This is an optimization exercise on Yosys and OpenROAD, whose aim is small area, a short achievable clock period and few clock cycles per item, not a production implementation.
Where RTL was checked, it was by simulation tests only, not by an equivalence proof against the original.

## f32_mult
module f32_mult (
  input logic clk, rst_n,
  input logic [31:0] a, b,
  input logic start,
  output logic done,
  output logic [31:0] p
);
For scale: about 33 flip-flops, ~100 I/O pins, about 22000 um2 of cells after synthesis.
==> module f32_mult, before the edit <==
module f32_mult (
  input logic clk, rst_n,
  input logic [31:0] a, b,
  input logic start,
  output logic done,
  output logic [31:0] p
);
function automatic logic [4:0] lzc24(input logic [23:0] x);
  lzc24 = 5'd23;
  for (int i = 0; i < 24; i++)
    if (x[i]) lzc24 = 5'(23 - i);
endfunction
function automatic logic [4:0] tzc24(input logic [23:0] x);
  tzc24 = 5'd23;
  for (int i = 23; i >= 0; i--)
    if (x[i]) tzc24 = 5'(i);
endfunction
logic s_r;
logic a_ez, b_ez, a_fz, b_fz, a_emax, b_emax;
logic a_nan, b_nan, a_inf, b_inf, a_zero, b_zero, a_den, b_den;
assign s_r    = a[31] ^ b[31];
assign a_ez   = (a[30:23] == 8'h00);
assign b_ez   = (b[30:23] == 8'h00);
assign a_fz   = (a[22:0] == 23'h0);
assign b_fz   = (b[22:0] == 23'h0);
assign a_emax = (a[30:23] == 8'hFF);
assign b_emax = (b[30:23] == 8'hFF);
assign a_nan  = a_emax & ~a_fz;
assign b_nan  = b_emax & ~b_fz;
assign a_inf  = a_emax & a_fz;
assign b_inf  = b_emax & b_fz;
assign a_zero = a_ez & a_fz;
assign b_zero = b_ez & b_fz;
assign a_den  = a_ez & ~a_fz;
assign b_den  = b_ez & ~b_fz;
logic [23:0] m_a, m_b;
logic [8:0] x_sum;
assign m_a = {~a_ez, a[22:0]};
assign m_b = {~b_ez, b[22:0]};
assign x_sum = {1'b0, a[30:24], a[23] | a_ez} + {1'b0, b[30:24], b[23] | b_ez};
logic [47:0] prod;
f32_mult_mul24 u_mul (.x(m_a), .y(m_b), .prod(prod));
logic [5:0] lz, tz;             
logic nr;                       
logic [9:0] c_sh;               
logic [5:0] sh;                 
logic [8:0] e_base;
assign lz = {1'b0, lzc24(a_ez ? m_a : m_b)};
assign tz = {1'b0, tzc24(m_a)} + {1'b0, tzc24(m_b)};
assign c_sh = 10'd151 - {1'b0, x_sum};
assign nr = {1'b0, x_sum} >= 10'd128 + {4'b0, lz};
assign e_base = x_sum - 9'd128 - {3'b0, lz};
always_comb begin
  if (nr)
    sh = 6'd23 - lz;
  else if (c_sh[9:6] != 4'd0)
    sh = 6'd63;
  else
    sh = c_sh[5:0];
end
logic [25:0] win;
logic top;
logic [23:0] mant;
logic guard, sticky, round_up;
logic [8:0] e1, e2;
logic [8:0] e_pre;
logic ovf;
logic [30:0] rounded;
logic [3:0] d0, d1, d2;
logic [95:0] v0;
logic [40:0] v1;
logic [28:0] v2;
assign d0 = 4'b1 << sh[1:0];
assign d1 = 4'b1 << sh[3:2];
assign d2 = 4'b1 << sh[5:4];
assign v0 = {47'b0, prod, 1'b0};
always_comb begin
  for (int i = 0; i < 41; i++)
    v1[i] = (d2[0] & v0[i]) | (d2[1] & v0[i + 16]) | (d2[2] & v0[i + 32]) | (d2[3] & v0[i + 48]);
  for (int i = 0; i < 29; i++)
    v2[i] = (d1[0] & v1[i]) | (d1[1] & v1[i + 4]) | (d1[2] & v1[i + 8]) | (d1[3] & v1[i + 12]);
  for (int i = 0; i < 26; i++)
    win[i] = (d0[0] & v2[i]) | (d0[1] & v2[i + 1]) | (d0[2] & v2[i + 2]) | (d0[3] & v2[i + 3]);
end
assign top = win[25];
assign e1 = e_base + 9'd1;
assign e2 = e_base + 9'd2;
always_comb begin
  if (top) begin
    mant = win[25:2];
    guard = win[1];
    sticky = {1'b0, tz} < {1'b0, sh};
  end else begin
    mant = win[24:1];
    guard = win[0];
    sticky = {1'b0, tz} + 7'd1 < {1'b0, sh};
  end
  if (!nr)
    e_pre = {8'b0, mant[23]};
  else if (top)
    e_pre = e2;
  else
    e_pre = e1;
  ovf = nr & (e_pre >= 9'd255);
  round_up = guard & (sticky | mant[0]);
  rounded = {e_pre[7:0], mant[22:0]} + {30'h0, round_up};
end
logic [31:0] result;
always_comb begin
  if (a_nan)
    result = {s_r, 8'hFF, 1'b1, a[21:0]};
  else if (b_nan)
    result = {s_r, 8'hFF, 1'b1, b[21:0]};
  else if ((a_inf | b_inf) & (a_zero | b_zero))
    result = {s_r, 8'hFF, 1'b1, 22'h0};
  else if (a_inf | b_inf)
    result = {s_r, 8'hFF, 23'h0};
  else if (a_zero | b_zero | (a_den & b_den))
    result = {s_r, 31'h0};
  else if (ovf)
    result = {s_r, 8'hFF, 23'h0};
  else
    result = {s_r, rounded};
end
always_ff @(posedge clk)
  p <= result;
always_ff @(posedge clk or negedge rst_n)
  if (!rst_n)
    done <= 1'b0;
  else
    done <= start;
endmodule
Settings: LEC_CHECK=0, ABC_AREA=1, CAP_MARGIN=20, CORE_MARGIN=2, CORE_UTILIZATION=40, PLACE_DENSITY=0.75, SETUP_SLACK_MARGIN=1.5, SLEW_MARGIN=20, SYNTH_HIERARCHICAL=1, SYNTH_MINIMUM_KEEP_SIZE=0; clock period 12.0 ns.
standard.sh (not shown) runs the stock make flow with config.mk's settings and CLKGATE_MAP_FILE= SYNTH_SCRIPT=/design/flow/synth_recipe.tcl, a recipe that flattens the netlist after the stock synthesis.
==> flow/flow/run.sh <==
#!/bin/bash
# The standard layout, with the input/output port buffers made from plain
# buf cells (buffer_ports otherwise picks a slow delay cell for them).
set -euo pipefail
bash standard.sh "BUFFER_PORTS_ARGS=-buffer_cell sky130_fd_sc_hd__buf_4" finish > standard_flow.log 2>&1
Edit:
--- a/flow/design.v
+++ b/flow/design.v
@@ -67,4 +67,6 @@
 logic ovf;
 logic [30:0] rounded;
+logic [22:0] ones;
+logic [8:0] e_pre1;
 logic [3:0] d0, d1, d2;
 logic [95:0] v0;
@@ -97,4 +99,10 @@
   end
   if (!nr)
+    e_pre1 = {8'b0, mant[23]} + 9'd1;
+  else if (top)
+    e_pre1 = e2 + 9'd1;
+  else
+    e_pre1 = e1 + 9'd1;
+  if (!nr)
     e_pre = {8'b0, mant[23]};
   else if (top)
@@ -103,7 +111,19 @@
     e_pre = e1;
   ovf = nr & (e_pre >= 9'd255);
-  round_up = guard & (sticky | mant[0]);
-  rounded = {e_pre[7:0], mant[22:0]} + {30'h0, round_up};
 end
+logic [22:0] po [0:5];
+always_comb begin
+  po[0] = mant[22:0];
+  for (int l = 0; l < 5; l++)
+    for (int i = 0; i < 23; i++)
+      if ((i >> l) & 1)
+        po[l + 1][i] = po[l][i] & po[l][((i >> l) << l) - 1];
+      else
+        po[l + 1][i] = po[l][i];
+  ones = po[5];
+end
+assign round_up = guard & (sticky | mant[0]);
+assign rounded = {(round_up & ones[22]) ? e_pre1[7:0] : e_pre[7:0],
+                  mant[22:0] ^ ({ones[21:0], 1'b1} & {23{round_up}})};
 logic [31:0] result;
 always_comb begin
Result: The changed run completed without violations. Count of clock-buffer cells in the layout goes down by 1. Setup slack gains 0.020 ns. Design area is lower by 1.4%. Via count shrinks by 2.8%. Critical path depth goes up by 3.
Testbench counts after the change, summed over its fixed seeds: cycles 12,000, ops 12,000.
Only the layout flow was run in the first run of this note; the RTL was not checked for function there.

==> port drivers added, routing unchanged <==
How much do the figures lean on ideal ports? The routed layouts below were timed once more, with nothing changed but the port constraints.
Step 1 assumes that a clkbuf_16 drives the clock port and a buf_2 every other input.
Step 2 moves the port delays by t, midway between the first and last clock arrival at a register: inputs arrive t later, outputs are due t later. That takes back most of the time a late clock gives input paths.
Slacks: no drivers / after step 1 / after step 2; pairs: no drivers / after step 1.
run	t (ns)	slack for setup (ns)	worst setup path at the end
the first run	0.316	1.741 / 1.739 / 1.423	input to register
the second run	0.329	1.761 / 1.763 / 1.435	input to register
After both steps every run listed still meets setup and hold. The setup slack of the second run, which loses most, moves by +0.002 ns with the drivers and by -0.326 ns with both steps.
